Context: an optimization exercise on an open-source flow, tuned for small area, a short achievable clock period and few clock cycles. The choices shown serve that exercise and are no tape-out recipe. Only simulation tests tie the RTL to the original design; equivalence was not proved. No activity file was given, so power comes from the tool's default toggle rates.

### flow/run.sh
#!/bin/bash
# The standard layout (bash standard.sh), with two changes to how it is made; the clock,
# the SDC and the synthesis are unchanged:
#  - timing repair aims at a setup slack of 11.6 ns instead of 0, so the resizer keeps
#    shortening the critical paths well below the 16 ns clock period;
#  - the port buffers are buf_4 cells rather than the resizer's default choice;
#  - the clock tree uses the CTS options below (clkbuf_8 buffers, no dummy loads).
set -euo pipefail
bash standard.sh SETUP_SLACK_MARGIN=11.6 "BUFFER_PORTS_ARGS=-buffer_cell sky130_fd_sc_hd__buf_4" "CTS_ARGS=-sink_clustering_enable -repair_clock_nets -root_buf sky130_fd_sc_hd__clkbuf_16 -tree_buf sky130_fd_sc_hd__clkbuf_16 -buf_list sky130_fd_sc_hd__clkbuf_8 -sink_clustering_size 18 -sink_clustering_max_diameter 55 -dont_use_dummy_load" finish > standard_flow.log 2>&1
### standard.sh
#!/bin/bash
# synth_recipe.tcl (not shown) runs the flow's synth.tcl, then flattens the netlist and writes it again
# the make line also repeats each setting of config.mk as NAME=value (left out here)
make -C /OpenROAD-flow-scripts/flow DESIGN_CONFIG=/design/flow/config.mk WORK_HOME=/design/flow/orfs CLKGATE_MAP_FILE= SYNTH_SCRIPT=/design/flow/synth_recipe.tcl "${@:-finish}"
### config.mk
export PLATFORM = sky130hd
export DESIGN_NAME = top
export DESIGN_NICKNAME = top
export VERILOG_FILES = /design/flow/design.v
export SDC_FILE = /design/flow/constraint.sdc
export NUM_CORES = 4
export LEC_CHECK = 0
export ABC_AREA = 1
export CAP_MARGIN = 20
export CORE_MARGIN = 2
export CORE_UTILIZATION = 55
export SLEW_MARGIN = 20
### constraint.sdc
create_clock -name core_clock -period 16.0 [get_ports {clk}]
set_input_delay 3.2000 -clock core_clock [delete_from_list [all_inputs] [get_ports {clk}]]
set_output_delay 3.2000 -clock core_clock [all_outputs]
set_load 0.01 [all_outputs]
### design.v
module top(
    input  wire        clk,
    input  wire        rst,
    input  wire [63:0] i_data,
    input  wire        start,
    output wire [15:0] address,
    output reg         o_valid,
    output reg  [63:0] out_data,
    output reg         out_valid,
    output reg         done,
    output reg  [15:0] o_address,
    output wire [9:0]  done_cnt
);
    reg  [6:0] n;
    reg  [2:0] m;           
    reg        done_r;
    wire [6:0] n1 = n + 7'd1;
    assign address  = {9'd0, n};
    assign done_cnt = {9'd0, done_r};
    reg row0;               
    reg hopf;               
    reg flush;              
    reg left, right;        
    reg leftx;              
    always @(posedge clk) begin
        if (rst || !start) begin
            n       <= 7'd0;
            m       <= 3'd0;
            o_valid <= 1'b1;
            row0    <= 1'b0;
            hopf    <= 1'b0;
            flush   <= 1'b0;
            left    <= 1'b0;
            right   <= 1'b0;
            leftx   <= 1'b0;
        end else if (n != 7'd113) begin
            n       <= n1;
            m       <= (m == 3'd4) ? 3'd0 : m + 3'd1;
            o_valid <= (n1 < 7'd100);
            row0    <= (n1 >= 7'd3)  && (n1 < 7'd8);
            hopf    <= (n1 >= 7'd4)  && (n1 < 7'd14);
            flush   <= (n1 >= 7'd103);
            left    <= (m == 3'd2);            
            right   <= (m == 3'd1);            
            leftx   <= (m == 3'd1);            
        end
    end
    always @(posedge clk) begin
        if (rst) begin
            out_valid <= 1'b0;
            done      <= 1'b0;
            done_r    <= 1'b0;
        end else begin
            out_valid <= start && (n >= 7'd13) && (n <= 7'd112);
            done      <= start && (n == 7'd112);
            if (start && n == 7'd112) done_r <= 1'b1;
        end
    end
    function gt16(input [15:0] a, input [15:0] b);
        reg [15:0] g, l;
        reg [7:0] g1, l1;
        reg [3:0] g2, l2;
        reg [1:0] g3, l3;
        integer i;
        begin
            g = a & ~b;
            l = ~a & b;
            for (i = 0; i < 8; i = i + 1) begin
                g1[i] = g[2*i+1] | (~l[2*i+1] & g[2*i]);
                l1[i] = l[2*i+1] | (~g[2*i+1] & l[2*i]);
            end
            for (i = 0; i < 4; i = i + 1) begin
                g2[i] = g1[2*i+1] | (~l1[2*i+1] & g1[2*i]);
                l2[i] = l1[2*i+1] | (~g1[2*i+1] & l1[2*i]);
            end
            for (i = 0; i < 2; i = i + 1) begin
                g3[i] = g2[2*i+1] | (~l2[2*i+1] & g2[2*i]);
                l3[i] = l2[2*i+1] | (~g2[2*i+1] & l2[2*i]);
            end
            gt16 = g3[1] | (~l3[1] & g3[0]);
        end
    endfunction
    function [15:0] max2(input [15:0] a, input [15:0] b);
        max2 = gt16(a, b) ? a : b;
    endfunction
    reg  [63:0] X;
    reg  [15:0] so0, sp3, ss1, ss2, sq3;     
    reg  [15:0] pq3;                         
    wire [15:0] q0 = X[15:0], q1v = X[31:16], q2 = X[47:32], q3 = X[63:48];
    wire        g01 = gt16(q0, q1v);
    wire [15:0] p1 = g01 ? q0 : q1v;
    wire [15:0] s2 = max2(q2, q3);
    wire [15:0] lq = (!leftx && gt16(ss2, q2)) ? ss2 : q2;
    wire [15:0] o0n = max2(lq, p1);
    wire [15:0] p3 = max2(p1, s2);
    wire [15:0] s1 = max2(q1v, s2);
    wire [15:0] o1 = (!left  && gt16(pq3, sp3)) ? pq3 : sp3;
    wire [15:0] o2 = (!right && gt16(q0, sp3))  ? q0  : sp3;
    wire        g0 = gt16(q0, ss1), g1 = gt16(q1v, ss1);
    wire [15:0] o3 = (!right && g0 && g01)  ? q0  :
                     (!right && g1 && !g01) ? q1v : ss1;
    wire [63:0] hx = {o3, o2, o1, so0};
    always @(posedge clk) begin
        X         <= i_data;
        so0       <= o0n;
        sp3       <= p3;
        ss1       <= s1;
        ss2       <= s2;
        sq3       <= q3;
        pq3       <= sq3;
    end
    reg  [255:0] ring [0:4];    
    wire [255:0] head = ring[4];
    wire [63:0]  hQ = head[255:192], hR = head[191:128], hS = head[127:64], hY = head[63:0];
    wire [255:0] r0 = ring[0];
    wire [63:0]  r0R = r0[255:192], r0S = r0[191:128], r0P = r0[127:64], r0X = r0[63:0];
    wire [63:0]  x = hx;
    reg  [63:0]  vout, pn, qn;
    integer j;
    always @(*) begin
        for (j = 0; j < 4; j = j + 1) begin
            vout[16*j +: 16] = (flush || gt16(hQ[16*j +: 16], x[16*j +: 16])) ? hQ[16*j +: 16] : x[16*j +: 16];
            pn[16*j +: 16]   = (!row0 && (flush || gt16(hY[16*j +: 16], x[16*j +: 16])))
                               ? hY[16*j +: 16] : x[16*j +: 16];
            qn[16*j +: 16]   = (!hopf && gt16(r0R[16*j +: 16], r0P[16*j +: 16])) ? r0R[16*j +: 16] : r0P[16*j +: 16];
        end
    end
    always @(posedge clk) begin
        ring[0]   <= {hR, hS, pn, x};
        ring[1]   <= {qn, r0S, r0P, r0X};
        ring[2]   <= ring[1];
        ring[3]   <= ring[2];
        ring[4]   <= ring[3];
        out_data  <= vout;
        o_address <= {9'd0, n - 7'd13};
    end
endmodule
==> results of run 1 <==
[worst paths after layout]
kind	slack, ns	startpoint	end
max reg2reg	12.03	X[14]	out_data[48]
min	0.28	ring[3][14]	ring[4][14]
min reg2reg	0.28	ring[3][14]	ring[4][14]
max	11.63	out_data[50]	out_data[50]
[area by class of cell]
class | instances | area share [%]
Inverter | 403 | 3.25
Clock buffer | 108 | 3.40
Multi-Input combinational cell | 2290 | 22.2
Tap cell | 1040 | 2.79
Timing Repair Buffer | 162 | 2.66
Sequential cell | 1530 | 65.7
[through the flow]
step	util, %	hold slack [ns]	setup WS (ns)
floorplan	-	0.310	12.09
global placement	58.0	0.309	11.47
detailed placement	58.0	0.312	11.53
CTS	60.1	0.269	11.53
global route	60.3	0.280	11.59
finish	60.3	0.280	11.63
[cells in the final DEF (no fill, tap or decap), types with 26 or more instances in the layout]
cell type / netlist / layout
o21ai_0: 235 / 234
nor2_1: 233 / 233
clkbuf_8: 0 / 99
a21oi_1: 86 / 86
dfxtp_1: 1530 / 1517
buf_4: 39 / 158
nand3_1: 306 / 306
a31oi_1: 38 / 38
inv_1: 381 / 381
conb_1: 1 / 27
nor3_1: 26 / 26
nand2_1: 1130 / 1127
o22ai_1: 28 / 28
[cell usage after synthesis, drive strengths merged]
| cell type | count | area share (%) |
|---|---|---|
| a21oi | 92 | 1.2 |
| a22oi | 1 | 0.017 |
| nand3b | 4 | 0.070 |
| o211ai | 12 | 0.21 |
| o21bai | 8 | 0.14 |
| conb | 1 | 0.0087 |
| nand3 | 312 | 3.7 |
| o22ai | 28 | 0.41 |
| a211oi | 2 | 0.035 |
| xnor2 | 3 | 0.061 |
| o311ai | 1 | 0.020 |
| nand4 | 7 | 0.10 |
| o21a | 9 | 0.16 |
| xor2 | 7 | 0.14 |
| o21ai | 261 | 3.1 |
| a211o | 1 | 0.020 |
| or2 | 12 | 0.17 |
| a21o | 2 | 0.035 |
| a311oi | 1 | 0.020 |
| nor2 | 240 | 2.2 |
| a221oi | 3 | 0.061 |
| and2 | 5 | 0.073 |
| o31ai | 6 | 0.10 |
| nand2 | 1157 | 10 |
| a31oi | 38 | 0.55 |
| clkbuf | 29 | 0.27 |
| o221ai | 9 | 0.18 |
| a31o | 1 | 0.020 |
| a21boi | 6 | 0.10 |
| clkinv | 1 | 0.0087 |
| buf | 70 | 1.1 |
| nor3 | 26 | 0.30 |
| inv | 402 | 3.5 |
| ha | 9 | 0.26 |
| dfxtp | 1530 | 71 |
[per-layer routing]
layer  GRT usage, %  vias up
li1               -    13800
met1           30.1    12200
met2           32.1      601
met3           3.18      146
met4           7.10        0
met5              0        -
[what timing repair did]
item                       4_1_cts  5_1_grt
setup endpoints to repair       27       47
resized for setup               15       13
hold buffers                     0        0
pin swaps                        0        1
setup buffers                    1       11
[cells by family after synthesis]
kind of cell	after synthesis	share of synthesized area, %
and+or+nand+nor	1763	17.0
DFF	1530	71.2
buffers and inverters	502	4.93
AOI/OAI and AO/OA	481	6.38
xor gates and xnor gates	10	0.204
adders and majority gates	9	0.262
other	1	0.00872
[power by group through the flow]
stage	Sequential (uW)	Combinational [uW]	Clock [uW]
3_3_place_gp	6410	3180	0
5_1_grt	6550	3740	1940
3_5_place_dp	6450	3210	0
4_1_cts	6380	3240	1800
2_1_floorplan	6210	2360	0
6_report	6350	3270	1730
==> qor.yml, run 1 <==
routed.top_layer: "met4"
root_buffer: "clkbuf_16"
clk_latency_ns: 0.64
multi_input_comb_area_mm2: 0.0104
drt_wl_total_um: 85100
powerDensity_mw_per_mm2: 243
drt-wirelength-per-cell_um: 15.4
clk_pin_slew_ns: 0.10
max-cap-violations: 0
end_kind: "output pin"
cp.arrival_ns: 1.17
placed_cell_area_mm2: 0.0449
die_w_um: 284
critPathTopFamily: "flip-flops"
stdcell_area_mm2: 0.0467
grt_pass1_vias: 24500
antenna_cells: 0
htree_levels: 3
antenna_found_initial: 2
power.switching_uw: 3950
largest_reg_flops: 1280
cts_tree: "built"
cp_num_buf_inv: 1
dp_hpwl_um: 61500
maxSlewViolCount: 0
power.share.combinational_pct: 28.8
setup_viol: 0
peakVddDrop_mv: 0.130
worst-setup-path-type: "reg2out"
initial_core_util_pct: 55.5
die-area_mm2: 0.0804
hold_depth: 0
ys_ff_latch: 1530
avgSynthCellArea_um2: 10.0
crit_path_max_incr_delay_ns: 0.39
io_buffer_count: 148
largestRegisters: "ring x1280, X x64, out_data x64"
gr-total-overflow: 0
slew_headroom_pct: 30.4
netlist_area_mm2: 0.0430
startpoint_type: "register"
cts_sinks: 1530
ys_seq_area_share_pct: 71.2
critPathMaxFanout: 1
drt-initial-drc-count: 1864
critPathRequiredTime_ns: 12.80
route.detailed.drc: 0
finalCritPeriodShare_pct: 27.3
vias: 26700
row_count: 102
area_growth_pct: 8.57
cpMaxStageDelayCell: "dfxtp_1"
yosysWarnings: 2
num-nets-final: 4571
power.share.clock_pct: 15.2
p_leak_uw: 0.0217
worst_slew_pin_slew_ns: 1.04
hold_path.class: "reg2reg"
regMostFlops: "ring"
wl_met3_um: 3940
ant_nets: 0
outcome: "no timing/DRC/antenna violations"
avgViaCountPerCell: 4.83
fp.dieH_um: 284
swShare_pct: 34.8
reg2regPathDepth: 22
cp.depth: 1
cts_buffers: 108
fin_skew_ns: 0.0796
syn_inst: 4296
seqCellArea_mm2: 0.0307
gp_congestion: 0.897
total_power_uw: 11400
period_minus_slack_ns: 4.37
crit_chain: "buf_4"
wl_met2_um: 36500
power_frac_seq_pct: 56.0
fmax_mhz: 229
fill_cells: 6653
dr.pass1.iters: 5
grt_setup_unrepaired: "true"
grt_pass1_wl_um: 133000
dp.cells: 5413
hold_viol: 0
layoutNonFillerInstCount: 5533
setup_tns_ns: 0
drive_gt1_share_pct: 8.28
met1Wirelength_um: 41800
core_mm2: 0.0775
synthDistinctLibCells: 54
max-clock-path-buffers: 3
grtUsageTotal_pct: 20.9
io-pin-count: 176
grt_max_degree: 51
p_int_uw: 7400
Testbench counts, summed over its fixed seeds: cycles 2,712.
==> run 2: changes to the inputs <==
--- a/config.mk
+++ b/config.mk
@@ -8,5 +8,5 @@
 export ABC_AREA = 1
 export CAP_MARGIN = 20
 export CORE_MARGIN = 2
-export CORE_UTILIZATION = 55
+export CORE_UTILIZATION = 70
 export SLEW_MARGIN = 20
==> run 2 against run 1 <==
  * Still clean on timing, DRC and antenna
  * Wire length rose by 0.51%
  * Worst hold slack got worse by 0.0014 ns
  * Clock skew shrank 0.0012 ns
  * Sequential share of layout area grew 0.67 points
  * Critical path depth unchanged
  * Die area shrank 21%
  * Register-to-register slack got worse by 0.11 ns
  * Synthesized cell count is the same
  * Setup slack better by 0.015 ns
  * Clock power fell by 4%
  * Area after synthesis did not move
==> qor.yml, run 2 <==
grt_max_degree: 52  # +2.0%
holdBufCountCts: 0  # unchanged
hold_path.class: "reg2reg"
fin_ws_ns: 11.64  # +0.0151 ns
fill_cells: 4066  # -39%
num-nets-final: 4559  # -0.26%
setup_viol: 0  # unchanged
largestRegisters: "ring x1280, X x64, out_data x64"
total_power_uw: 11400  # +0.17%
drt-initial-drc-count: 1915  # +2.7%
stdcell_area_mm2: 0.0462  # -1.0%
maxSlewViolCount: 0  # unchanged
clk_pin_slew_ns: 0.11  # about the same
fp.dieH_um: 252  # -11%
drt_wl_total_um: 85600  # +0.51%
vias: 27300  # +2.3%
ant_nets: 0  # unchanged
critPathRequiredTime_ns: 12.80  # about the same
whs_ns: 0.279  # -0.00138 ns
power.switching_uw: 4020  # +1.7%
grt_pass1_wl_um: 133000  # +0.61%
max-cap-violations: 0  # unchanged
hold_start: "ring[0][11]"
max-clock-path-buffers: 3  # unchanged
io_buffer_count: 148  # unchanged
cts_buffers: 99  # -8.3%
cp_num_buf_inv: 1  # unchanged
gr-total-overflow: 0  # unchanged
dp_hpwl_um: 61300  # -0.31%
worst_slew_pin_slew_ns: 1.01  # -0.0323 ns
p_int_uw: 7350  # -0.63%
finalCritPeriodShare_pct: 27.2  # -0.094 points
drive_gt1_share_pct: 7.99  # -0.29 points
worst-setup-path-type: "reg2out"
synthSimpleGateAreaFrac_pct: 17.0  # unchanged
slew_headroom_pct: 32.4  # +2.0 points
peakVddDrop_mv: 0.163  # +26%
period_minus_slack_ns: 4.36  # -0.0151 ns
die_w_um: 252  # -11%
synth_edf_count: 0  # unchanged
setup_tns_ns: 0  # unchanged
dr.pass1.iters: 6  # +1
cts_sinks: 1530  # unchanged
grtUsageTotal_pct: 27.0  # +6.1 points
drt-wirelength-per-cell_um: 16.2  # +5.6%
fin_skew_ns: 0.0784  # -0.00119 ns
regMostFlops: "ring"
power_frac_seq_pct: 56.3  # +0.3 points
outcome: "no timing/DRC/antenna violations"
synth_area_leaders: "dfxtp_1, nand2_1, nand3_1"
synth.top_cell.area_share_pct: 71.2  # unchanged
placed_cell_area_mm2: 0.0446  # -0.72%
grt_pass1_vias: 25700  # +5.0%
mostFrequentLayoutCells: "dfxtp_1, nand2_1, inv_1, nand3_1, nor2_1"
antenna_found_initial: 5  # +3
root_buffer: "clkbuf_16"
place_ws_ns: 11.66  # +0.130 ns
avgSynthCellArea_um2: 10.0  # unchanged
crit_path_max_incr_delay_ns: 0.38  # about the same
p_leak_uw: 0.0216  # -0.38%
ys_seq_area_share_pct: 71.2  # unchanged
io-pin-count: 176  # unchanged
cp.arrival_ns: 1.16  # about the same
ys.flop_type: "dfxtp_1"
synthArstFlopShare_pct: 0  # unchanged
power.share.clock_pct: 14.6  # -0.6 points
synthDistinctLibCells: 54  # unchanged
muxShareOfSynthArea_pct: 0  # unchanged
grt_setup_unrepaired: "false"
startpoint_type: "register"
power.share.combinational_pct: 29.1  # +0.3 points
netlist.top_cell.by_area: "dfxtp_1"
core_mm2: 0.0606  # -22%
final_common_cell: "dfxtp_1"
yosysWarnings: 2  # unchanged
powerDensity_mw_per_mm2: 246  # +1.2%
route.detailed.drc: 0  # unchanged
synthXorXnorAreaFrac_pct: 0.204  # unchanged
hold_viol: 0  # unchanged
post-synth-top-count-cell: "dfxtp_1"
synth_common_cells: "dfxtp_1, nand2_1, inv_1"
area_growth_pct: 7.47
ys_ff_latch: 1530  # unchanged
netlist_area_mm2: 0.0430  # unchanged
synth-adder-area-share_pct: 0.262  # unchanged
critPathTopFamily: "flip-flops"
syn_inst: 4296  # unchanged
initial_core_util_pct: 71.0  # +15 points
htree_levels: 3  # unchanged
fmax_mhz: 230  # +0.35%
swShare_pct: 35.3  # +0.52 points
avgViaCountPerCell: 5.19  # +7.5%
critPathMaxFanout: 6  # +5
row_count: 90  # -12%
crit_start: "n[3]"
synth_top_family_by_area: "simple AND/OR/NAND/NOR gates"
crit_chain: "buf_4"
gp_congestion: 0.929  # +3.5%
synth_compound_area_share_pct: 6.38  # unchanged
largest_reg_flops: 1280  # unchanged
clk_latency_ns: 0.64  # about the same
end_kind: "output pin"
cts_tree: "built"
cpMaxStageDelayCell: "dfxtp_4"
die-area_mm2: 0.0634  # -21%
reg2reg_from: "X[14]"
## run 2: repair_timing
| item | 4_1_cts | 5_1_grt |
|---|---|---|
| setup endpoints to repair | 6 | 61 |
| resized for setup | 8 | 17 |
| buffers inserted | 1 | 8 |
## run 2: cell families after synthesis
| kind of cell | Yosys count |
|---|---|
| AO/OA/AOI/OAI | 481 |
| XOR/XNOR | 10 |
| adder cells (fa/ha/maj) | 9 |
| buffers and inverters | 502 |
| flip-flops | 1530 |
| other | 1 |
| AND/OR/NAND/NOR | 1763 |
## run 2: per-stage QoR
| step | utilization (%) | cells |
|---|---|---|
| 3_5_place_dp | 73.6 | 5155 |
| 3_3_place_gp | 73.6 | 5155 |
| 6_report | 76.3 | 5266 |
| 2_1_floorplan | - | 4322 |
| 4_1_cts | 76.1 | 5255 |
| 5_1_grt | 76.3 | 5265 |
## run 2: worst paths after layout
path,endpoint,slack (ns),cells after the start
setup / recovery,address[3],11.64,1
hold / removal,ring[1][11],0.28,0
hold reg to reg,ring[1][11],0.28,0
setup reg to reg,ring[0][118],11.92,22
## run 2: layer usage
layer	vias up	part of all wire [%]	track usage, %
met5	-	0	0
met4	0	4.4	12.1
met3	204	6.4	4.86
met2	883	44	42.2
met1	12500	45	37.0
li1	13800	-	-
## run 2: power by group through the flow
stage                     Clock, uW  Sequential [uW]  Combinational, uW
after floorplan                   0             6210               2360
after global placement            0             6390               3120
after detailed placement          0             6480               3210
after CTS                      1700             6410               3250
after global routing           1840             6570               3750
final                          1660             6400               3310
## run 2: cell type report
type / instances / area, um2 / share of cell area, %
Timing Repair Buffer: 159 / 1210 / 2.61
Clock buffer: 99 / 1460 / 3.17
Sequential cell: 1530 / 30700 / 66.3
Inverter: 403 / 1520 / 3.28
Tap cell: 782 / 978 / 2.12
Multi-Input combinational cell: 2290 / 10400 / 22.5
Antenna cell: 3 / 7.51 / 0.0162
==> run 3: changes to the inputs <==
--- a/config.mk
+++ b/config.mk
@@ -8,5 +8,5 @@
 export ABC_AREA = 1
 export CAP_MARGIN = 20
 export CORE_MARGIN = 2
-export CORE_UTILIZATION = 70
+export CORE_UTILIZATION = 40
 export SLEW_MARGIN = 20
==> run 3 against run 2 <==
  * Still clean
  * Sequential cell count stayed put
  * Synthesized cell count stayed put
  * Power is 0.44% higher
  * Design area is 2.3% higher
  * Core utilization is 32 points lower
  * Critical endpoint is now out_data[50]
  * Highest routed layer unchanged
==> qor.yml, run 3 <==
drt-wirelength-per-cell_um: 15.1  # -6.8%
cts_tree: "built"
yosysWarnings: 2  # unchanged
syn_inst: 4296  # unchanged
post-synth-top-count-cell: "dfxtp_1"
placed_cell_area_mm2: 0.0454  # +1.8%
fin_skew_ns: 0.0900  # +0.0116 ns
grt_max_degree: 54  # +3.8%
p_leak_uw: 0.0217  # +0.60%
maxSlewViolCount: 0  # unchanged
cp.arrival_ns: 1.16  # about the same
synth.top_cell.area_share_pct: 71.2  # unchanged
synth_common_cells: "dfxtp_1, nand2_1, inv_1"
end_kind: "output pin"
area_growth_pct: 9.98
grt_pass1_wl_um: 137000  # +2.6%
fill_cells: 10200  # +150%
dp_hpwl_um: 64700  # +5.5%
power.share.combinational_pct: 28.6  # -0.5 points
outcome: "no timing/DRC/antenna violations"
holdBufCountCts: 0  # unchanged
die-area_mm2: 0.110  # +74%
avgViaCountPerCell: 4.55  # -12%
cts_sinks: 1530  # unchanged
cpMaxStageDelayCell: "dfxtp_4"
hold_viol: 0  # unchanged
synthDistinctLibCells: 54  # unchanged
reg2regPathDepth: 22  # unchanged
drt-initial-drc-count: 1772  # -7.5%
period_minus_slack_ns: 4.36  # +0.00700 ns
setup_tns_ns: 0  # unchanged
final_common_cell: "dfxtp_1"
die_w_um: 332  # +32%
largest_reg_flops: 1280  # unchanged
cp.depth: 1  # unchanged
ys_ff_latch: 1530  # unchanged
final_core_util_pct: 44.2  # -32 points
grt_setup_unrepaired: "true"
critPathTopFamily: "flip-flops"
setup_viol: 0  # unchanged
critPathMaxFanout: 1  # -5
avgSynthCellArea_um2: 10.0  # unchanged
multi_input_comb_area_mm2: 0.0104  # about the same
synth_edf_count: 0  # unchanged
largestRegisters: "ring x1280, X x64, out_data x64"
vias: 26900  # -1.8%
initial_core_util_pct: 40.2  # -31 points
critPathRequiredTime_ns: 12.80  # about the same
synthArstFlopShare_pct: 0  # unchanged
max-cap-violations: 0  # unchanged
num-nets-final: 4575  # +0.35%
fp.dieH_um: 332  # +32%
core_mm2: 0.107  # +76%
dr.pass1.iters: 5  # -1
hold_depth: 0  # unchanged
peakVddDrop_mv: 0.106  # -35%
finalCritPeriodShare_pct: 27.3  # +0.044 points
ys.flop_type: "dfxtp_1"
synth_area_leaders: "dfxtp_1, nand2_1, nand3_1"
io-pin-count: 176  # unchanged
mostFrequentLayoutCells: "dfxtp_1, nand2_1, inv_1, nand3_1, o21ai_0"
fmax_mhz: 229  # -0.16%
hold_path.class: "reg2reg"
grtUsageTotal_pct: 15.9  # -11 points
gr-total-overflow: 0  # unchanged
crit_path_max_incr_delay_ns: 0.38  # about the same
p_int_uw: 7430  # +1.0%
clk_latency_ns: 0.67  # +0.03 ns
cp_num_buf_inv: 1  # unchanged
swShare_pct: 35.0  # -0.36 points
drt_wl_total_um: 89400  # +4.5%
cts_buffers: 111  # +12%
worst-setup-path-type: "reg2out"
htree_levels: 3  # unchanged
r2r_slack_ns: 12.01  # +0.09 ns
stdcell_area_mm2: 0.0473  # +2.3%
drive_gt1_share_pct: 8.85  # +0.86 points
seqCellArea_mm2: 0.0307  # +0.16%
whs_ns: 0.251  # -0.0284 ns
power.switching_uw: 3990  # -0.58%
total_power_uw: 11400  # +0.44%
crit_chain: "buf_6"
power.share.clock_pct: 15.5  # +0.9 points
antenna_found_initial: 2  # -3
max-clock-path-buffers: 3  # unchanged
netlist_area_mm2: 0.0430  # unchanged
gp_congestion: 0.882  # -5.1%
power_frac_seq_pct: 55.9  # -0.4 points
slew_headroom_pct: 34.5  # +2.1 points
ant_nets: 0  # unchanged
clk_pin_slew_ns: 0.11  # about the same
grt_pass1_vias: 24600  # -4.4%
row_count: 120  # +33%
regMostFlops: "ring"
root_buffer: "clkbuf_16"
startpoint_type: "register"
route.detailed.drc: 0  # unchanged
ys_seq_area_share_pct: 71.2  # unchanged
worst_slew_pin_slew_ns: 0.980  # -0.0319 ns
powerDensity_mw_per_mm2: 242  # -1.8%
io_buffer_count: 148  # unchanged
netlist.top_cell.by_area: "dfxtp_1"
[run 3: cell counts after synthesis]
Identical to the previous run, type by type.
[run 3: stage by stage]
stage | std cells | setup slack [ns]
final | 5901 | 11.64
after global routing | 5900 | 11.59
after CTS | 5892 | 11.57
after detailed placement | 5778 | 11.76
after global placement | 5778 | 11.75
after floorplan | 4322 | 12.09
[run 3: metal layers]
| layer | up-vias | global-route usage, % | wire length [um] | part of all wire, % |
|---|---|---|---|---|
| met2 | 644 | 24.1 | 37400 | 42 |
| met4 | 0 | 5.78 | 2990 | 3.3 |
| met3 | 180 | 2.65 | 4510 | 5.0 |
| met5 | - | 0 | 0 | 0 |
| met1 | 12200 | 23.0 | 44500 | 50 |
| li1 | 13800 | - | - | - |
[run 3: power groups by stage]
stage / clock network, uW / logic (uW) / registers (uW)
CTS: 1850 / 3260 / 6410
global route: 1980 / 3740 / 6580
finish: 1770 / 3260 / 6380
detailed placement: 0 / 3230 / 6470
floorplan: 0 / 2360 / 6210
global placement: 0 / 3180 / 6420
[run 3: path summary, 6_finish.rpt]
| kind | startpoint | to |
|---|---|---|
| min | ring[1][67] | ring[2][67] |
| min reg2reg | ring[1][67] | ring[2][67] |
| max reg2reg | X[2] | ring[0][117] |
| max | out_data[50] | out_data[50] |
[run 3: cells by family after synthesis]
| logic type | after synthesis | share of synthesized area [%] |
|---|---|---|
| XOR/XNOR | 10 | 0.204 |
| buffers and inverters | 502 | 4.93 |
| other | 1 | 0.00872 |
| adder cells (fa/ha/maj) | 9 | 0.262 |
| AND/OR/NAND/NOR | 1763 | 17.0 |
| flip-flops | 1530 | 71.2 |
| AO/OA/AOI/OAI | 481 | 6.38 |
[run 3: area by class of cell]
class | instances | area share [%]
Antenna cell | 1 | 0.00529
Clock buffer | 111 | 3.45
Inverter | 403 | 3.20
Multi-Input combinational cell | 2290 | 21.9
Sequential cell | 1530 | 64.9
Tap cell | 1403 | 3.71
Timing Repair Buffer | 163 | 2.75
[run 3: timing repair]
action / in CTS / in global routing
endpoints found under the setup margin: 32 / 73
gates cloned: 0 / 0
gates resized for setup: 62 / 12
setup buffers: 3 / 8
==> run 4: changes to the inputs <==
--- a/config.mk
+++ b/config.mk
@@ -8,5 +8,5 @@
 export ABC_AREA = 1
 export CAP_MARGIN = 20
 export CORE_MARGIN = 2
-export CORE_UTILIZATION = 40
+export CORE_UTILIZATION = 65
 export SLEW_MARGIN = 20
==> run 4 against run 3 <==
  * Combinational power hardly changed
  * Global-route usage is 8.6 points higher
  * Non-clock buffer count is 7 lower
  * Critical path depth stayed put
  * Power is 0.77% lower
  * Clock power is 5% lower
  * Clock skew is 0.020 ns lower
  * Sequential cell count stayed put
  * Sequential power hardly changed
  * Core utilization is 26 points higher
  * Sequential share of layout area is 1.2 points higher
  * Via count is 0.67% higher
  * Largest power group unchanged
==> qor.yml, run 4 <==
setup_tns_ns: 0  # unchanged
mostFrequentLayoutCells: "dfxtp_1, nand2_1, inv_1, nand3_1"
hold_path.class: "reg2reg"
fp.dieH_um: 261  # -21%
post-synth-top-count-cell: "dfxtp_1"
avgSynthCellArea_um2: 10.0  # unchanged
total_power_uw: 11300  # -0.77%
root_buffer: "clkbuf_16"
reg2reg_from: "X[59]"
core_mm2: 0.0656  # -39%
grt_pass1_wl_um: 130000  # -5.2%
drt_wl_total_um: 84600  # -5.4%
critPathMaxFanout: 6  # +5
drt-initial-drc-count: 1699  # -4.1%
fin_skew_ns: 0.0702  # -0.0198 ns
worst-setup-path-type: "reg2out"
drt-wirelength-per-cell_um: 15.8  # +4.5%
peakVddDrop_mv: 0.179  # +69%
io-pin-count: 176  # unchanged
row_count: 94  # -22%
synth_area_leaders: "dfxtp_1, nand2_1, nand3_1"
fmax_mhz: 230  # +0.41%
clk_pin_slew_ns: 0.11  # about the same
die_w_um: 261  # -21%
io_buffer_count: 148  # unchanged
layoutNonFillerInstCount: 5345  # -9.4%
initial_core_util_pct: 65.5  # +25 points
vias: 27000  # +0.67%
grtUsageMet3_pct: 3.94  # +1.3 points
synth_edf_count: 0  # unchanged
hold_viol: 0  # unchanged
fill_cells: 4984  # -51%
final_common_cell: "dfxtp_1"
r2r-end: "sp3[13]"
dp.cells: 5237  # -9.4%
crit_path_max_incr_delay_ns: 0.38  # about the same
crit_chain: "buf_4"
cp_num_buf_inv: 1  # unchanged
area_growth_pct: 7.75
hold_start: "ring[1][123]"
grt_max_degree: 41  # -24%
grt_pass1_vias: 24600  # +0.17%
outcome: "no timing/DRC/antenna violations"
grt_setup_unrepaired: "false"
period_minus_slack_ns: 4.34  # -0.0176 ns
powerDensity_mw_per_mm2: 245  # +1.3%
seqCellArea_mm2: 0.0307  # -0.15%
grt_util_met2_pct: 38.6  # +15 points
clk_latency_ns: 0.64  # -0.03 ns
fin_ws_ns: 11.66  # +0.0176 ns
ys_seq_area_share_pct: 71.2  # unchanged
dp_hpwl_um: 60600  # -6.3%
synth_common_cells: "dfxtp_1, nand2_1, inv_1"
netlist_area_mm2: 0.0430  # unchanged
antenna_cells: 0  # -1
avgViaCountPerCell: 5.06  # +11%
gr-total-overflow: 0  # unchanged
multi_input_comb_area_mm2: 0.0104  # about the same
synthDistinctLibCells: 54  # unchanged
synth.top_cell.area_share_pct: 71.2  # unchanged
reg2regPathDepth: 20  # -9.1%
largestRegisters: "ring x1280, X x64, out_data x64"
syn_inst: 4296  # unchanged
largest_reg_flops: 1280  # unchanged
worst_slew_pin_slew_ns: 0.992  # +0.0120 ns
htree_levels: 3  # unchanged
r2r_slack_ns: 11.89  # -0.12 ns
finalCritPeriodShare_pct: 27.2  # -0.11 points
final_core_util_pct: 70.6  # +26 points
critPathRequiredTime_ns: 12.80  # about the same
setup_viol: 0  # unchanged
cp.arrival_ns: 1.14  # -0.02 ns
ys_ff_latch: 1530  # unchanged
max-cap-violations: 0  # unchanged
route.detailed.drc: 0  # unchanged
max-clock-path-buffers: 3  # unchanged
gp_congestion: 0.921  # +4.4%
antenna_found_initial: 4  # +2
startpoint_type: "register"
netlist.top_cell.by_area: "dfxtp_1"
drive_gt1_share_pct: 8.06  # -0.79 points
cpMaxStageDelayCell: "dfxtp_4"
slew_headroom_pct: 33.7  # -0.80 points
synthArstFlopShare_pct: 0  # unchanged
grt.busiest_layer: "met2"
end_kind: "output pin"
yosysWarnings: 2  # unchanged
cts_buffers: 102  # -8.1%
place_ws_ns: 11.70  # -0.0625 ns
num-nets-final: 4559  # -0.35%
cts_sinks: 1530  # unchanged
hold_end: "ring[2][123]"
die-area_mm2: 0.0682  # -38%
use_met1_pct: 34.2  # +11 points
ys.flop_type: "dfxtp_1"
regMostFlops: "ring"
dr.pass1.iters: 5  # unchanged
p_leak_uw: 0.0216  # -0.56%
hold_depth: 0  # unchanged
maxSlewViolCount: 0  # unchanged
ant_nets: 0  # unchanged
critPathTopFamily: "flip-flops"
grtUsageTotal_pct: 24.5  # +8.6 points
cts_tree: "built"
[run 4: logic make-up (layout without fill, tap and decap cells)]
group / after synthesis / after routing / share of synthesized area [%]
adder cells (fa/ha/maj): 9 / 9 / 0.262
AO/OA/AOI/OAI: 481 / 481 / 6.38
AND/OR/NAND/NOR: 1763 / 1763 / 17.0
flip-flops: 1530 / 1530 / 71.2
buffers and inverters: 502 / 661 / 4.93
XOR/XNOR: 10 / 10 / 0.204
other: 1 / 27 / 0.00872
[run 4: worst reg2reg max path, stage by stage (launching register included)]
cell and delay, ns:
dfxtp_1 0.46, inv_1 0.09, nor2_1 0.13, nor3_1 0.06
nor2_1 0.20, o21ai_0 0.12, nand2_1 0.12, a21oi_1 0.11
nand2_2 0.16, nand2_4 0.23, o21ai_0 0.63, inv_1 0.28
nand2_1 0.12, a21oi_1 0.07, nand2_1 0.06, nand2_1 0.05
nor2_1 0.16, nand2_2 0.28, nand2_2 0.42, nand2_1 0.11
nand2_1 0.14
[run 4: per-stage QoR]
stage	area, um2	hold WS, ns
after global routing	46300	0.283
after floorplan	43100	0.310
after CTS	46200	0.281
after detailed placement	44700	0.312
after global placement	44700	0.309
final	46300	0.274
[run 4: worst max path at each step]
stage                        from      endpoint  slack (ns)  cells after the start
after floorplan             start          hopf       12.09                      6
after global placement    sp3[15]  out_data[26]       11.70                     19
after detailed placement  sp3[14]  out_data[26]       11.70                     19
after CTS                    n[2]    address[2]       11.54                      1
after global routing         n[1]    address[1]       11.60                      1
final                        n[1]    address[1]       11.66                      1
[run 4: power by group]
group          switching, uW  internal (uW)
clock network           1060            627
registers                685           5700
logic                   2220           1040
total                   3970           7370
[run 4: metal layers]
layer	part of all wire, %	vias up	wire length [um]
met1	47	12300	39400
met4	3.8	2	3240
li1	-	13800	-
met5	0.015	-	13
met3	5.6	182	4740
met2	44	776	37100
[run 4: layout make-up]
cell class | count | share of cell area (%)
sequential | 1530 | 66.2
multi-input combinational | 2290 | 22.4
inverter | 403 | 3.27
clock buffer | 102 | 3.25
timing repair buffer | 156 | 2.56
tap | 864 | 2.33
[run 4: repair_timing]
action                                  4_1_cts  5_1_grt
pin swaps                                     0        1
hold buffers                                  0        0
endpoints found under the setup margin        8       59
resized for setup                             9       18
buffers inserted                              0        6
endpoints found under the hold margin         0        0
==> run 5: changes to the inputs <==
==> flow/run.sh (replaced) <==
#!/bin/bash
# The standard layout (bash standard.sh), with two changes to how it is made; the clock,
# the SDC and the synthesis are unchanged:
#  - timing repair aims at a setup slack of 11.6 ns instead of 0, so the resizer keeps
#    shortening the critical paths well below the 16 ns clock period;
#  - the port buffers are buf_4 cells rather than the resizer's default choice;
#  - the clock tree uses the CTS options below (clkbuf_8 buffers, no dummy loads).
set -euo pipefail
bash standard.sh SETUP_SLACK_MARGIN=11.6 "BUFFER_PORTS_ARGS=-buffer_cell sky130_fd_sc_hd__buf_4" "CTS_ARGS=-sink_clustering_enable -repair_clock_nets -root_buf sky130_fd_sc_hd__clkbuf_16 -tree_buf sky130_fd_sc_hd__clkbuf_16 -buf_list sky130_fd_sc_hd__clkbuf_8 -sink_clustering_size 16 -sink_clustering_max_diameter 50 -dont_use_dummy_load" finish > standard_flow.log 2>&1
--- a/config.mk
+++ b/config.mk
@@ -8,5 +8,5 @@
 export ABC_AREA = 1
 export CAP_MARGIN = 20
 export CORE_MARGIN = 2
-export CORE_UTILIZATION = 65
+export CORE_UTILIZATION = 70
 export SLEW_MARGIN = 20
==> run 5 against run 4 <==
  * Die area shrank 7.0%
  * Via count grew 2.0%
  * Clock skew grew 0.013 ns
  * Count of clock-buffer cells in the layout grew 15
  * Critical path depth is the same
  * Clock power grew 5%
  * Power grew 1.4%
  * Critical path type unchanged
  * Largest cell class unchanged
==> qor.yml, run 5 <==
outcome: "no timing/DRC/antenna violations"
placed_cell_area_mm2: 0.0446  # -0.23%
cp_num_buf_inv: 1  # unchanged
crit_end: "out_data[54]"
finalCritPeriodShare_pct: 27.2  # +0.073 points
netlist.top_cell.by_area: "dfxtp_1"
synth.top_cell.area_share_pct: 71.2  # unchanged
grt_setup_unrepaired: "false"
p_leak_uw: 0.0218  # +0.62%
htree_levels: 3  # unchanged
critPathRequiredTime_ns: 12.80  # about the same
post-synth-top-count-cell: "dfxtp_1"
critPathMaxFanout: 1  # -5
holdBufCountCts: 0  # unchanged
worst-setup-path-type: "reg2out"
ant_nets: 0  # unchanged
core_mm2: 0.0606  # -7.7%
avgSynthCellArea_um2: 10.0  # unchanged
power_frac_seq_pct: 55.7  # -0.6 points
drt-initial-drc-count: 1996  # +17%
grtUsageTotal_pct: 27.0  # +2.5 points
grt.busiest_layer: "met2"
grt_util_met2_pct: 42.3  # +3.7 points
multi_input_comb_area_mm2: 0.0104  # unchanged
clk_pin_slew_ns: 0.09  # -0.02 ns
power.share.combinational_pct: 28.8  # about the same
power.switching_uw: 4030  # +1.7%
maxSlewViolCount: 0  # unchanged
gr-total-overflow: 0  # unchanged
die_w_um: 252  # -3.6%
synth_area_leaders: "dfxtp_1, nand2_1, nand3_1"
crit_start: "out_data[54]"
antenna_found_initial: 3  # -1
r2r_slack_ns: 12.04  # +0.15 ns
fin_skew_ns: 0.0829  # +0.0127 ns
crit_chain: "buf_4"
grt_pass1_vias: 25900  # +5.2%
synthDistinctLibCells: 54  # unchanged
r2r-end: "ring[0][123]"
area_growth_pct: 8.06
synth_common_cells: "dfxtp_1, nand2_1, inv_1"
ys_ff_latch: 1530  # unchanged
clk_latency_ns: 0.65  # about the same
gp_congestion: 0.929  # +0.86%
reg2regPathDepth: 24  # +20%
synth_edf_count: 0  # unchanged
cts_buffers: 117  # +15%
dr.pass1.iters: 7  # +2
p_int_uw: 7450  # +1.2%
mostFrequentLayoutCells: "dfxtp_1, nand2_1, inv_1, nand3_1, nor2_1"
stdcell_area_mm2: 0.0465  # +0.29%
ys.flop_type: "dfxtp_1"
cp.depth: 1  # unchanged
max-cap-violations: 0  # unchanged
largestRegisters: "ring x1280, X x64, out_data x64"
fp.dieH_um: 252  # -3.6%
yosysWarnings: 2  # unchanged
worst_slew_pin_slew_ns: 0.981  # -0.0103 ns
fmax_mhz: 230  # -0.27%
grt_pass1_wl_um: 134000  # +3.0%
end_kind: "output pin"
setup_tns_ns: 0  # unchanged
avgViaCountPerCell: 5.22  # +3.2%
row_count: 90  # -4.3%
critPathTopFamily: "flip-flops"
antenna_cells: 0  # unchanged
grtUsageMet3_pct: 4.79  # +0.85 points
reg2reg_from: "X[1]"
slew_headroom_pct: 34.4  # +0.69 points
crit_path_max_incr_delay_ns: 0.38  # about the same
cts_tree: "built"
fill_cells: 4036  # -19%
drive_gt1_share_pct: 8.42  # +0.36 points
drt_wl_total_um: 85400  # +1.0%
use_met1_pct: 36.8  # +2.6 points
period_minus_slack_ns: 4.36  # +0.0116 ns
setup_viol: 0  # unchanged
seqCellArea_mm2: 0.0307  # about the same
regMostFlops: "ring"
powerDensity_mw_per_mm2: 247  # +1.1%
die-area_mm2: 0.0634  # -7.0%
io-pin-count: 176  # unchanged
max-clock-path-buffers: 3  # unchanged
cp.arrival_ns: 1.16  # +0.02 ns
num-nets-final: 4579  # +0.44%
swShare_pct: 35.1  # +0.12 points
startpoint_type: "register"
cpMaxStageDelayCell: "dfxtp_1"
peakVddDrop_mv: 0.160  # -11%
hold_viol: 0  # unchanged
io_buffer_count: 148  # unchanged
grt_max_degree: 52  # +27%
final_common_cell: "dfxtp_1"
initial_core_util_pct: 71.0  # +5.5 points
drt-wirelength-per-cell_um: 16.2  # +2.2%
route.detailed.drc: 0  # unchanged
root_buffer: "clkbuf_16"
syn_inst: 4296  # unchanged
cts_sinks: 1530  # unchanged
dp_hpwl_um: 61300  # +1.2%
synthArstFlopShare_pct: 0  # unchanged
ys_seq_area_share_pct: 71.2  # unchanged
vias: 27600  # +2.0%
largest_reg_flops: 1280  # unchanged
hold_path.class: "reg2reg"
netlist_area_mm2: 0.0430  # unchanged
power.share.clock_pct: 15.5  # +0.6 points
[run 5: cell counts after synthesis]
Identical to the previous run, type by type.
[run 5: worst min path at each step]
stage                      start           end  slack [ns]  depth (start not counted)
global route         ring[0][63]   ring[1][63]        0.26                          0
finish               ring[0][63]   ring[1][63]        0.27                          0
floorplan                 sq3[0]        pq3[0]        0.31                          0
global placement    ring[3][185]  ring[4][185]        0.31                          0
CTS                  ring[0][63]   ring[1][63]        0.25                          0
detailed placement  ring[2][199]  ring[3][199]        0.31                          0
[run 5: metal layers]
layer  wire length, um  up-vias
li1                  -    13800
met1             38200    12700
met4              4010        0
met3              5340      230
met5                 0        -
met2             37800      869
[run 5: layout make-up]
type                    count  share of cell area [%]
flip-flops and latches   1530                    66.0
clock buffers             117                    3.68
repair buffers            161                    2.63
multi-input cells        2290                    22.3
inverters                 403                    3.26
well taps                 782                    2.11
[run 5: stage by stage]
| stage | setup WS [ns] | utilization (%) | total power (uW) | hold WS (ns) | cells |
|---|---|---|---|---|---|
| final | 11.64 | 76.7 | 11500 | 0.268 | 5283 |
| after global routing | 11.61 | 76.7 | 12300 | 0.259 | 5283 |
| after floorplan | 12.09 | - | 8570 | 0.310 | 4322 |
| after CTS | 11.55 | 76.5 | 11500 | 0.252 | 5272 |
| after detailed placement | 11.66 | 73.6 | 9680 | 0.312 | 5155 |
| after global placement | 11.72 | 73.6 | 9510 | 0.310 | 5155 |
[run 5: repair_timing]
action	4_1_cts	5_1_grt
pin swaps	0	0
resized for setup	9	17
setup buffers	0	11
endpoints found under the setup margin	7	62
[run 5: kinds of logic (layout without fill, tap and decap cells)]
family	count (synthesis)	after routing	share of synthesized area (%)
adders and majority gates	9	9	0.262
other	1	27	0.00872
AOI/OAI and AO/OA	481	481	6.38
and+or+nand+nor	1763	1763	17.0
buffers and inverters	502	681	4.93
xor gates and xnor gates	10	10	0.204
DFF	1530	1530	71.2
[run 5: power by group through the flow]
stage          combinational (uW)  sequential, uW  clock [uW]
2_1_floorplan                2360            6210           0
3_3_place_gp                 3120            6390           0
3_5_place_dp                 3210            6480           0
4_1_cts                      3240            6410        1810
5_1_grt                      3750            6580        1960
6_report                     3310            6400        1780
==> run 6: changes to the inputs <==
--- a/config.mk
+++ b/config.mk
@@ -8,5 +8,5 @@
 export ABC_AREA = 1
 export CAP_MARGIN = 20
 export CORE_MARGIN = 2
-export CORE_UTILIZATION = 70
+export CORE_UTILIZATION = 65
 export SLEW_MARGIN = 20
==> run 6 against run 5 <==
  * Still clean on timing, DRC and antenna
  * Non-clock buffer count decreased by 6
  * Clock power barely moved
  * Via count down 1.5%
  * Die area up 7.6%
  * Register-to-register slack got worse by 0.22 ns
  * Sequential cell count unchanged
  * Combinational power is 2% lower
  * Critical path depth did not move
  * Sequential power is essentially flat
  * Final cell count up 1.5%
  * Clock skew about the same
  * Critical path type unchanged
==> qor.yml, run 6 <==
gp_congestion: 0.921  # -0.85%
die-area_mm2: 0.0682  # +7.6%
power.share.clock_pct: 15.7  # +0.2 points
cts_sinks: 1530  # unchanged
regMostFlops: "ring"
htree_levels: 3  # unchanged
outcome: "no timing/DRC/antenna violations"
antenna_found_initial: 4  # +1
row_count: 94  # +4.4%
drt_wl_total_um: 84800  # -0.76%
drt-initial-drc-count: 1833  # -8.2%
initial_core_util_pct: 65.5  # -5.5 points
grt_pass1_vias: 24800  # -4.5%
grt_pass1_wl_um: 130000  # -2.7%
setup_tns_ns: 0  # unchanged
synth_common_cells: "dfxtp_1, nand2_1, inv_1"
whs_ns: 0.270  # +0.00214 ns
yosysWarnings: 2  # unchanged
routed.top_layer: "met5"
num-nets-final: 4574  # -0.11%
largest_reg_flops: 1280  # unchanged
cp.arrival_ns: 1.14  # -0.02 ns
dp.cells: 5237  # +1.6%
avgViaCountPerCell: 5.07  # -2.9%
peakVddDrop_mv: 0.185  # +15%
period_minus_slack_ns: 4.34  # -0.0127 ns
final_common_cell: "dfxtp_1"
cts_buffers: 118  # +0.85%
max-cap-violations: 0  # unchanged
dr.pass1.iters: 6  # -1
cts_tree: "built"
core_mm2: 0.0656  # +8.3%
largestRegisters: "ring x1280, X x64, out_data x64"
area_growth_pct: 8.23
power.share.combinational_pct: 28.5  # -0.3 points
critPathMaxFanout: 1  # unchanged
root_buffer: "clkbuf_16"
setup_viol: 0  # unchanged
swShare_pct: 34.8  # -0.31 points
cpMaxStageDelayCell: "dfxtp_1"
cp_num_buf_inv: 1  # unchanged
fin_skew_ns: 0.0826  # -0.000274 ns
clk_pin_slew_ns: 0.09  # about the same
synthArstFlopShare_pct: 0  # unchanged
io_buffer_count: 148  # unchanged
critPathTopFamily: "flip-flops"
ant_nets: 0  # unchanged
crit_chain: "buf_4"
dp_hpwl_um: 60600  # -1.2%
gr-total-overflow: 0  # unchanged
p_leak_uw: 0.0217  # -0.12%
drive_gt1_share_pct: 8.32  # -0.10 points
synth_area_leaders: "dfxtp_1, nand2_1, nand3_1"
hold_depth: 0  # unchanged
end_kind: "output pin"
maxSlewViolCount: 0  # unchanged
powerDensity_mw_per_mm2: 246  # -0.65%
synthDistinctLibCells: 54  # unchanged
io-pin-count: 176  # unchanged
grt_max_degree: 41  # -21%
hold_viol: 0  # unchanged
fmax_mhz: 230  # +0.29%
vias: 27200  # -1.5%
wl_met2_um: 36900  # -2.4%
startpoint_type: "register"
die_w_um: 261  # +3.7%
worst-setup-path-type: "reg2out"
grt_setup_unrepaired: "true"
slew_headroom_pct: 35.1  # +0.65 points
layoutNonFillerInstCount: 5361  # +1.5%
netlist_area_mm2: 0.0430  # unchanged
cp.depth: 1  # unchanged
crit_path_max_incr_delay_ns: 0.38  # about the same
finalCritPeriodShare_pct: 27.1  # -0.079 points
fp.dieH_um: 261  # +3.7%
wl_met3_um: 4760  # -11%
critPathRequiredTime_ns: 12.80  # about the same
final_core_util_pct: 70.9  # -5.8 points
met1Wirelength_um: 39400  # +3.2%
syn_inst: 4296  # unchanged
hold_path.class: "reg2reg"
power.switching_uw: 3980  # -1.4%
max-clock-path-buffers: 3  # unchanged
synth_edf_count: 0  # unchanged
ys.flop_type: "dfxtp_1"
drt-wirelength-per-cell_um: 15.8  # -2.2%
p_int_uw: 7450  # about the same
netlist.top_cell.by_area: "dfxtp_1"
post-synth-top-count-cell: "dfxtp_1"
mostFrequentLayoutCells: "dfxtp_1, nand2_1, inv_1, nand3_1, o21ai_0"
ys_ff_latch: 1530  # unchanged
fill_cells: 4957  # +23%
power_frac_seq_pct: 55.9  # +0.2 points
reg2regPathDepth: 19  # -21%
synth.top_cell.area_share_pct: 71.2  # unchanged
placed_cell_area_mm2: 0.0447  # +0.23%
stdcell_area_mm2: 0.0465  # +0.16%
avgSynthCellArea_um2: 10.0  # unchanged
route.detailed.drc: 0  # unchanged
ys_seq_area_share_pct: 71.2  # unchanged
grtUsageTotal_pct: 24.6  # -2.4 points
worst_slew_pin_slew_ns: 0.972  # -0.00971 ns
clk_latency_ns: 0.64  # about the same
## run 6: cell types whose count changed in the layout (fill, tap and decap cells not counted), sizes merged
cell / change
clkbuf: +1
diode: +1
buf: -6
## run 6: cells by family (layout without fill, tap and decap cells)
kind of cell	after synthesis	in the layout	share of synthesized area, %
other	1	28	0.00872
DFF	1530	1530	71.2
xor gates and xnor gates	10	10	0.204
and+or+nand+nor	1763	1763	17.0
adders and majority gates	9	9	0.262
buffers and inverters	502	676	4.93
AOI/OAI and AO/OA	481	481	6.38
## run 6: what timing repair did
item	4_1_cts	5_1_grt
endpoints found under the hold margin	0	0
pin swaps	0	1
hold buffers	0	0
buffers inserted	0	5
setup endpoints to repair	8	59
gates resized for setup	9	14
## run 6: power by group through the flow
stage	registers (uW)	logic (uW)	clock network (uW)
after CTS	6400	3210	1840
after global routing	6560	3720	1970
after global placement	6390	3130	0
after floorplan	6210	2360	0
after detailed placement	6460	3190	0
final	6380	3250	1790
## run 6: layout make-up
| type | count | area [um2] | area share [%] |
|---|---|---|---|
| flip-flops and latches | 1530 | 30700 | 65.9 |
| multi-input cells | 2290 | 10400 | 22.3 |
| clock buffers | 118 | 1730 | 3.71 |
| inverters | 403 | 1520 | 3.26 |
| repair buffers | 155 | 1180 | 2.53 |
| well taps | 864 | 1080 | 2.32 |
| diodes | 1 | 2.50 | 0.00538 |
## run 6: stage by stage
stage	worst slack (ns)	power (uW)
after floorplan	12.09	8570
after global placement	11.70	9520
after detailed placement	11.70	9650
after CTS	11.56	11500
after global routing	11.60	12300
final	11.66	11400
## run 6: path summary, 6_finish.rpt
check	start	to	slack, ns
worst max-delay path	out_data[28]	out_data[28]	11.66
worst min-delay path	ring[3][120]	ring[4][120]	0.27
worst max register to register	X[63]	sp3[11]	11.82
worst min register to register	ring[3][120]	ring[4][120]	0.27
## run 6: routing by layer
metal,GRT usage (%),vias up
met5,0,-
met4,10.3,2
met3,3.94,204
met2,38.3,811
met1,34.3,12400
li1,-,13800
==> run 7: changes to the inputs <==
==> flow/run.sh (replaced) <==
#!/bin/bash
# The standard layout (bash standard.sh), with two changes to how it is made; the clock,
# the SDC and the synthesis are unchanged:
#  - timing repair aims at a setup slack of 11.6 ns instead of 0, so the resizer keeps
#    shortening the critical paths well below the 16 ns clock period;
#  - the port buffers are buf_4 cells rather than the resizer's default choice;
#  - the clock tree uses the CTS options below (clkbuf_8 buffers, no dummy loads).
set -euo pipefail
bash standard.sh SETUP_SLACK_MARGIN=11.6 "BUFFER_PORTS_ARGS=-buffer_cell sky130_fd_sc_hd__buf_4" "CTS_ARGS=-sink_clustering_enable -repair_clock_nets -root_buf sky130_fd_sc_hd__clkbuf_16 -tree_buf sky130_fd_sc_hd__clkbuf_16 -buf_list sky130_fd_sc_hd__clkbuf_16 -sink_clustering_size 20 -sink_clustering_max_diameter 50 -dont_use_dummy_load" finish > standard_flow.log 2>&1
==> run 7 against run 6 <==
  * Count of clock-buffer cells in the layout down 13
  * Critical path depth unchanged
  * Maximum frequency down 0.49%
  * Combinational power up 2%
  * Critical endpoint is now out_data[54]
  * Clock power up 28%
  * Highest routed layer unchanged
  * Critical path type unchanged
==> qor.yml, run 7 <==
cts_sinks: 1530  # unchanged
io_buffer_count: 148  # unchanged
setup_viol: 0  # unchanged
power.share.clock_pct: 19.1  # +3.4 points
startpoint_type: "register"
largest_reg_flops: 1280  # unchanged
synthDistinctLibCells: 54  # unchanged
worst-setup-path-type: "reg2out"
syn_inst: 4296  # unchanged
drt-initial-drc-count: 1954  # +6.6%
num-nets-final: 4565  # -0.20%
power_frac_seq_pct: 53.4  # -2.5 points
final_core_util_pct: 72.3  # +1.4 points
critPathTopFamily: "flip-flops"
htree_levels: 3  # unchanged
cp_num_buf_inv: 1  # unchanged
maxSlewViolCount: 0  # unchanged
largestRegisters: "ring x1280, X x64, out_data x64"
clk_latency_ns: 0.69  # +0.05 ns
synth_common_cells: "dfxtp_1, nand2_1, inv_1"
area_growth_pct: 10.4
fill_cells: 4762  # -3.9%
io-pin-count: 176  # unchanged
synth_area_leaders: "dfxtp_1, nand2_1, nand3_1"
fmax_mhz: 229  # -0.49%
avgSynthCellArea_um2: 10.0  # unchanged
antenna_cells: 0  # -1
critPathRequiredTime_ns: 12.80  # about the same
setup_tns_ns: 0  # unchanged
cts_buffers: 105  # -11%
fin_skew_ns: 0.103  # +0.0201 ns
swShare_pct: 34.2  # -0.56 points
outcome: "no timing/DRC/antenna violations"
ys_ff_latch: 1530  # unchanged
die-area_mm2: 0.0682  # unchanged
dr.pass1.iters: 6  # unchanged
fp.dieH_um: 261  # unchanged
dp_hpwl_um: 60600  # unchanged
gr-total-overflow: 0  # unchanged
post-synth-top-count-cell: "dfxtp_1"
vias: 27400  # +0.82%
hold_path.class: "reg2reg"
gp_congestion: 0.921  # unchanged
grtUsageTotal_pct: 25.5  # +0.91 points
power.switching_uw: 4120  # +3.5%
grt_pass1_wl_um: 135000  # +3.7%
p_leak_uw: 0.0222  # +1.9%
crit_path_max_incr_delay_ns: 0.40  # +0.02 ns
drt-wirelength-per-cell_um: 16.4  # +3.9%
p_int_uw: 7900  # +6.1%
netlist.top_cell.by_area: "dfxtp_1"
regMostFlops: "ring"
place_ws_ns: 11.70  # unchanged
powerDensity_mw_per_mm2: 253  # +3.1%
die_w_um: 261  # unchanged
ant_nets: 0  # unchanged
drt_wl_total_um: 87900  # +3.7%
layoutNonFillerInstCount: 5351  # -0.19%
seqCellArea_mm2: 0.0307  # about the same
fin_ws_ns: 11.64  # -0.0212 ns
synth.top_cell.area_share_pct: 71.2  # unchanged
avgViaCountPerCell: 5.12  # +1.0%
crit_chain: "buf_4"
cpMaxStageDelayCell: "dfxtp_1"
slew_headroom_pct: 32.1  # -3.0 points
synth_edf_count: 0  # unchanged
ys_seq_area_share_pct: 71.2  # unchanged
netlist_area_mm2: 0.0430  # unchanged
power.share.combinational_pct: 27.5  # -1.0 points
route.detailed.drc: 0  # unchanged
grt_max_degree: 41  # unchanged
mostFrequentLayoutCells: "dfxtp_1, nand2_1, inv_1, nand3_1, o21ai_0"
yosysWarnings: 2  # unchanged
initial_core_util_pct: 65.5  # unchanged
multi_input_comb_area_mm2: 0.0104  # about the same
grt_pass1_vias: 25300  # +2.3%
max-cap-violations: 0  # unchanged
synthArstFlopShare_pct: 0  # unchanged
r2r_slack_ns: 11.93  # +0.11 ns
root_buffer: "clkbuf_16"
drive_gt1_share_pct: 8.16  # -0.16 points
cp.arrival_ns: 1.16  # +0.02 ns
end_kind: "output pin"
clk_pin_slew_ns: 0.08  # about the same
grt_setup_unrepaired: "false"
period_minus_slack_ns: 4.36  # +0.0212 ns
finalCritPeriodShare_pct: 27.3  # +0.13 points
max-clock-path-buffers: 3  # unchanged
cts_tree: "built"
worst_slew_pin_slew_ns: 1.02  # +0.0446 ns
hold_viol: 0  # unchanged
antenna_found_initial: 7  # +3
core_mm2: 0.0656  # unchanged
peakVddDrop_mv: 0.172  # -6.8%
ys.flop_type: "dfxtp_1"
final_common_cell: "dfxtp_1"
row_count: 94  # unchanged
dp.cells: 5237  # unchanged
critPathMaxFanout: 1  # unchanged
run 7: power by group through the flow:
stage,combinational (uW),clock (uW),sequential [uW]
after floorplan,2360,0,6210
final,3300,2300,6420
after global placement,3130,0,6390
after detailed placement,3190,0,6460
after global routing,3750,2480,6590
after CTS,3240,2340,6430
run 7: metal layers:
| metal | global-route usage (%) | part of all wire, % | vias to the layer above | routed length, um |
|---|---|---|---|---|
| li1 | - | - | 13800 | - |
| met4 | 9.55 | 3.6 | 4 | 3150 |
| met2 | 41.2 | 45 | 788 | 40000 |
| met5 | 0 | 0.028 | - | 25 |
| met3 | 3.80 | 5.5 | 184 | 4820 |
| met1 | 35.0 | 45 | 12600 | 39900 |
run 7: final timing paths:
path | from | endpoint | depth (start not counted)
setup / recovery | out_data[54] | out_data[54] | 1
hold / removal | ring[1][20] | ring[2][20] | 0
setup reg to reg | X[63] | sp3[8] | 19
hold reg to reg | ring[1][20] | ring[2][20] | 0
run 7: kinds of logic after synthesis:
group,synth area share (%)
simple gates,17.0
buf+inv,4.93
flops,71.2
compound gates,6.38
other cells,0.00872
fa+ha+maj,0.262
xor+xnor,0.204
run 7: cell type report:
class	count	area share, %
clock buffers	105	5.53
inverters	403	3.19
multi-input cells	2290	21.9
flip-flops and latches	1530	64.6
well taps	864	2.28
repair buffers	159	2.55
run 7: stage by stage:
| step | instance area (um2) | total power [uW] | hold slack, ns |
|---|---|---|---|
| 4_1_cts | 47400 | 12000 | 0.268 |
| 3_5_place_dp | 44700 | 9650 | 0.312 |
| 6_report | 47500 | 12000 | 0.273 |
| 3_3_place_gp | 44700 | 9520 | 0.309 |
| 5_1_grt | 47500 | 12800 | 0.267 |
| 2_1_floorplan | 43100 | 8570 | 0.310 |
run 7: timing repair:
item	in CTS	in global routing
resized for setup	13	12
setup buffers	1	8
hold buffers	0	0
pin swaps	0	1
endpoints found under the setup margin	9	60

## afterwards: timing with drivers on the ports
In the flow no input, the clock included, has a driving cell. The finished layouts below were timed again as built, in two steps.
Step 1 (the two cells are an assumption about what drives the block):
set clk [get_ports {clk}]
set_driving_cell -lib_cell sky130_fd_sc_hd__clkbuf_16 $clk
set_driving_cell -lib_cell sky130_fd_sc_hd__buf_2 [delete_from_list [all_inputs] $clk]
Step 2 moves the port delays by t, midway between the first and last clock arrival at a register: inputs arrive t later, outputs are due t later. That takes back most of the time a late clock gives input paths.
a / b / c = ideal ports / drivers / drivers and shift; a / b = the first two.
| run | shift t [ns] | setup WS [ns] | cell pins on the clock port's net |
|---|---|---|---|
| run 1 | 0.675 | 11.629 / 11.561 / 11.778 | 1 |
| run 2 | 0.664 | 11.645 / 11.580 / 11.804 | 1 |
| run 3 | 0.699 | 11.638 / 11.562 / 11.767 | 1 |
| run 4 | 0.676 | 11.655 / 11.590 / 11.824 | 1 |
| run 5 | 0.671 | 11.644 / 11.579 / 11.789 | 1 |
| run 6 | 0.664 | 11.656 / 11.593 / 11.817 | 1 |
| run 7 | 0.702 | 11.635 / 11.571 / 11.816 | 1 |
After both steps every run listed still meets setup and hold.
